From an optimization exercise on the open Yosys and OpenROAD flow, aimed at small area; shortcuts taken in it are not production practice. Where RTL was checked, it was by simulation tests only, not by an equivalence proof against the original. No driver is modelled on the clock port, so clocking that relies on it looks cheaper here than on a real chip. Power figures rest on the tool's default switching activity, not on a simulated workload.

Setup of sierra:
==> module jtag, before the edit <==
module jtag (
	input TCK,
	input TDI,
	output TDO,
	input TMS,
	input HREADY,
	input HRESP,
	input [31:0] HRDATA,
	output HWRITE,
	output [1:0] HTRANS,
	output [31:0] HWDATA,
	output [31:0] HADDR
);
  localparam [3:0] TEST_LOGIC_RESET = 4'hf,
    RUN_TEST_IDLE = 4'hc,
    SELECT_DR_SCAN = 4'h7,
    CAPTURE_DR = 4'h6,
    SHIFT_DR = 4'h2,
    EXIT_1_DR = 4'h1,
    PAUSE_DR = 4'h3,
    EXIT_2_DR = 4'h0,
    UPDATE_DR = 4'h5,
    SELECT_IR_SCAN = 4'h4,
    CAPTURE_IR = 4'he,
    SHIFT_IR = 4'ha,
    EXIT_1_IR = 4'h9,
    PAUSE_IR = 4'hb,
    EXIT_2_IR = 4'h8,
    UPDATE_IR = 4'hd;
  localparam [2:0] I_BYPASS = 3'b000, I_OTHER = 3'b010, I_IDCODE = 3'b001,
                   I_WDATA = 3'b011, I_ADDR = 3'b100, I_RDATA = 3'b110;
  reg [3:0] state;
  reg [2:0] ins;
  reg [31:0] sr;      
  reg [31:0] ar;      
  reg bp;             
  reg act;            
  always @(posedge TCK)
    case (state)
      TEST_LOGIC_RESET: state <= TMS ? TEST_LOGIC_RESET : RUN_TEST_IDLE;
      RUN_TEST_IDLE:    state <= TMS ? SELECT_DR_SCAN : RUN_TEST_IDLE;
      SELECT_DR_SCAN:   state <= TMS ? SELECT_IR_SCAN : CAPTURE_DR;
      CAPTURE_DR:       state <= TMS ? EXIT_1_DR : SHIFT_DR;
      SHIFT_DR:         state <= TMS ? EXIT_1_DR : SHIFT_DR;
      EXIT_1_DR:        state <= TMS ? UPDATE_DR : PAUSE_DR;
      PAUSE_DR:         state <= TMS ? EXIT_2_DR : PAUSE_DR;
      EXIT_2_DR:        state <= TMS ? UPDATE_DR : SHIFT_DR;
      UPDATE_DR:        state <= TMS ? SELECT_DR_SCAN : RUN_TEST_IDLE;
      SELECT_IR_SCAN:   state <= TMS ? TEST_LOGIC_RESET : CAPTURE_IR;
      CAPTURE_IR:       state <= TMS ? EXIT_1_IR : SHIFT_IR;
      SHIFT_IR:         state <= TMS ? EXIT_1_IR : SHIFT_IR;
      EXIT_1_IR:        state <= TMS ? UPDATE_IR : PAUSE_IR;
      PAUSE_IR:         state <= TMS ? EXIT_2_IR : PAUSE_IR;
      EXIT_2_IR:        state <= TMS ? UPDATE_IR : SHIFT_IR;
      default:          state <= TMS ? SELECT_DR_SCAN : RUN_TEST_IDLE;  
    endcase
  wire tlr   = state == TEST_LOGIC_RESET;
  wire cap_dr = state == CAPTURE_DR;
  wire sh_dr = state == SHIFT_DR;
  wire upd_dr = state == UPDATE_DR;
  wire cap_ir = state == CAPTURE_IR;
  wire sh_ir = state == SHIFT_IR;
  wire upd_ir = state == UPDATE_IR;
  wire is_b = ins == I_BYPASS;
  wire is_i = ins[0] && !ins[1];         
  wire is_s = ins[0];                    
  wire is_a = ins[2] && !ins[1];         
  wire is_r = ins[2] && ins[1];          
  wire hw = ins[0];                      
  wire is_x = ins[1] && (ins[0] || ins[2]);  
  wire [3:0] ir = sr[31:28];
  reg [2:0] dec;
  always @*
    case (ir)
      4'b0000: dec = I_BYPASS;
      4'b1000: dec = I_IDCODE;
      4'b0100: dec = I_ADDR;
      4'b1100: dec = I_WDATA;
      4'b0010: dec = I_RDATA;
      default: dec = I_OTHER;
    endcase
  always @(posedge TCK)
    if (tlr) ins <= I_BYPASS;
    else if (upd_ir) ins <= dec;
  wire s_cap = cap_ir || (cap_dr && is_s);
  wire s_sh = sh_ir || (sh_dr && is_s);
  wire s_capi = cap_dr && is_i;
  wire s_hold = !(s_cap || s_sh);
  always @(posedge TCK)
    sr <= ({32{s_capi}} & 32'hf0f0f0f0) | ({32{s_sh}} & {TDI, sr[31:1]}) | ({32{s_hold}} & sr);
  wire a_sh = sh_dr && is_a;
  wire a_hold = !(a_sh || tlr);
  always @(posedge TCK)
    ar <= ({32{a_sh}} & {TDI, ar[31:1]}) | ({32{a_hold}} & ar);
  reg [31:0] rq;
  reg rp;
  wire r_sh = sh_dr && is_r;
  wire r_ld = act && !hw;
  wire r_hold = !(r_sh || r_ld || tlr);
  wire r_in = TDI ^ rp;                  
  always @(posedge TCK)
    rq <= ~(({32{r_sh}} & {r_in, rq[31:1]}) | ({32{r_ld}} & HRDATA) | ({32{r_hold}} & rq));
  always @(posedge TCK)
    rp <= tlr || r_ld || !rp;
  wire rd0 = rq[0] ^ rp;
  always @(posedge TCK)
    if (tlr || (cap_dr && is_b)) bp <= 1'b0;
    else if (sh_dr && is_b) bp <= TDI;
  always @(posedge TCK)
    act <= upd_dr && HREADY && is_x;
  assign HTRANS = {act, 1'b0};
  assign HWRITE = hw;
  assign HADDR = ar;
  assign HWDATA = sr;
  assign TDO = ins[2] ? (ins[1] ? rd0 : ar[0]) : (ins[0] ? sr[0] : bp);
endmodule
clock: 10.0 ns
lec_check: 0
cap_margin: 20
core_margin: 2
core_utilization: 50
slew_margin: 20
standard.sh (not shown) runs the stock make flow with config.mk's settings and CLKGATE_MAP_FILE= SYNTH_SCRIPT=/design/flow/synth_recipe.tcl, a recipe that flattens the netlist after the stock synthesis.
==> flow/flow/run.sh <==
#!/bin/bash
# Own layout flow: the standard flow (standard.sh) with
#  - synthesis (flow/my_synth.tcl) that maps the logic with each ABC script
#    flow/abc_*.script and keeps the smallest mapping; registers are mapped
#    before ABC runs, so they are the standard synthesis's,
#  - single-drive buffers (buf_1) on the ports,
#  - the clock distributed by flow/clock_tree.tcl before CTS: the registers are
#    split by position into four groups, each driven by one clkbuf_16 that the
#    clock port drives directly; CTS then has no net left to build.
# Every tool's output goes to the ORFS logs under orfs/logs, and make's own
# output to standard_flow.log.
set -euo pipefail
here=$(pwd)
export MY_ABC_SCRIPTS="$(ls $here/flow/abc_*.script | tr '\n' ' ')"
export PRE_CTS_TCL=$here/flow/clock_tree.tcl MY_CLK_K=4 MY_CLK_BUF=sky130_fd_sc_hd__clkbuf_16
export BUFFER_PORTS_ARGS="-buffer_cell sky130_fd_sc_hd__buf_1"
export CTS_ARGS="-sink_clustering_enable -repair_clock_nets -dont_use_dummy_load"
sed "s#SYNTH_SCRIPT=[^ ]*#SYNTH_SCRIPT=$here/flow/my_synth.tcl #" standard.sh > my_standard.sh
grep -q "my_synth.tcl" my_standard.sh
bash my_standard.sh > standard_flow.log 2>&1
Other scripts of this flow, unchanged in this note and not shown: flow/flow/abc_a3.script, flow/flow/abc_b4.script, flow/flow/abc_c3.script, flow/flow/abc_e2.script, flow/flow/abc_e4.script, flow/flow/clock_tree.tcl, flow/flow/my_synth.tcl
Modified inputs, umber compared to sierra
-- flow/design.v --
<<< sierra, line 20
    PAUSE_DR = 4'h3,
    EXIT_2_DR = 4'h0,
    UPDATE_DR = 4'h5,
    SELECT_IR_SCAN = 4'h4,
    CAPTURE_IR = 4'he,
    SHIFT_IR = 4'ha,
>>> umber, line 20
    PAUSE_DR = 4'h3,
    EXIT_2_DR = 4'h0,
    UPDATE_DR = 4'h4,
    SELECT_IR_SCAN = 4'h5,
    CAPTURE_IR = 4'he,
    SHIFT_IR = 4'ha,
--- outcome ---
Between sierra and umber, the global-route wire length before repair figures differ only marginally.
As far as total length of routed wires is concerned, umber and sierra perform about the same.
In the reports for umber and sierra, the larger met2 usage in global routing belongs to umber.
umber and sierra ended up with nearly the same area of the die.
Going from sierra to umber, the net count of the finished layout was found to have gone up by 3.
Power: umber vs sierra up 11 µW
Against sierra, power density over cell area in umber rose slightly.
umber vs. sierra: via count of the first global-routing pass went up by about 1.2%.
In umber relative to sierra, cell count had gone up slightly.
Taking sierra as the reference, in umber minimum setup slack in the final design now sits lower, power in the clock group now sits at about the same level, area after synthesis now sits at about the same level, height of the die now sits at about the same level.
Only the layout flow was run in umber; the RTL was not checked for function there.

## what the ideal ports hide
In the flow no input, the clock included, has a driving cell. The finished layouts below were timed again as built, in two steps.
Step 1 (the two cells are an assumption about what drives the block):
set clk [get_ports {TCK}]
set_driving_cell -lib_cell sky130_fd_sc_hd__clkbuf_16 $clk
set_driving_cell -lib_cell sky130_fd_sc_hd__buf_2 [delete_from_list [all_inputs] $clk]
Step 2, shift: input delay + t, output delay - t, t = (earliest + latest rising clock arrival at the registers) / 2. This alone moves slack from input paths to output paths.
Three values: no drivers, after step 1, after step 2; two values: the first two.
run | t, ns | setup slack, ns | worst setup path after step 2 | clock arrival spread, ns | slew at the worst register clock pin (ns)
sierra | 0.232 | 6.889 / 6.815 / 7.047 | register to output | 0.019 / 0.019 | 0.11 / 0.11
umber | 0.229 | 6.873 / 6.797 / 7.027 | register to output | 0.015 / 0.015 | 0.10 / 0.10
After both steps setup and hold are still met in every run listed.
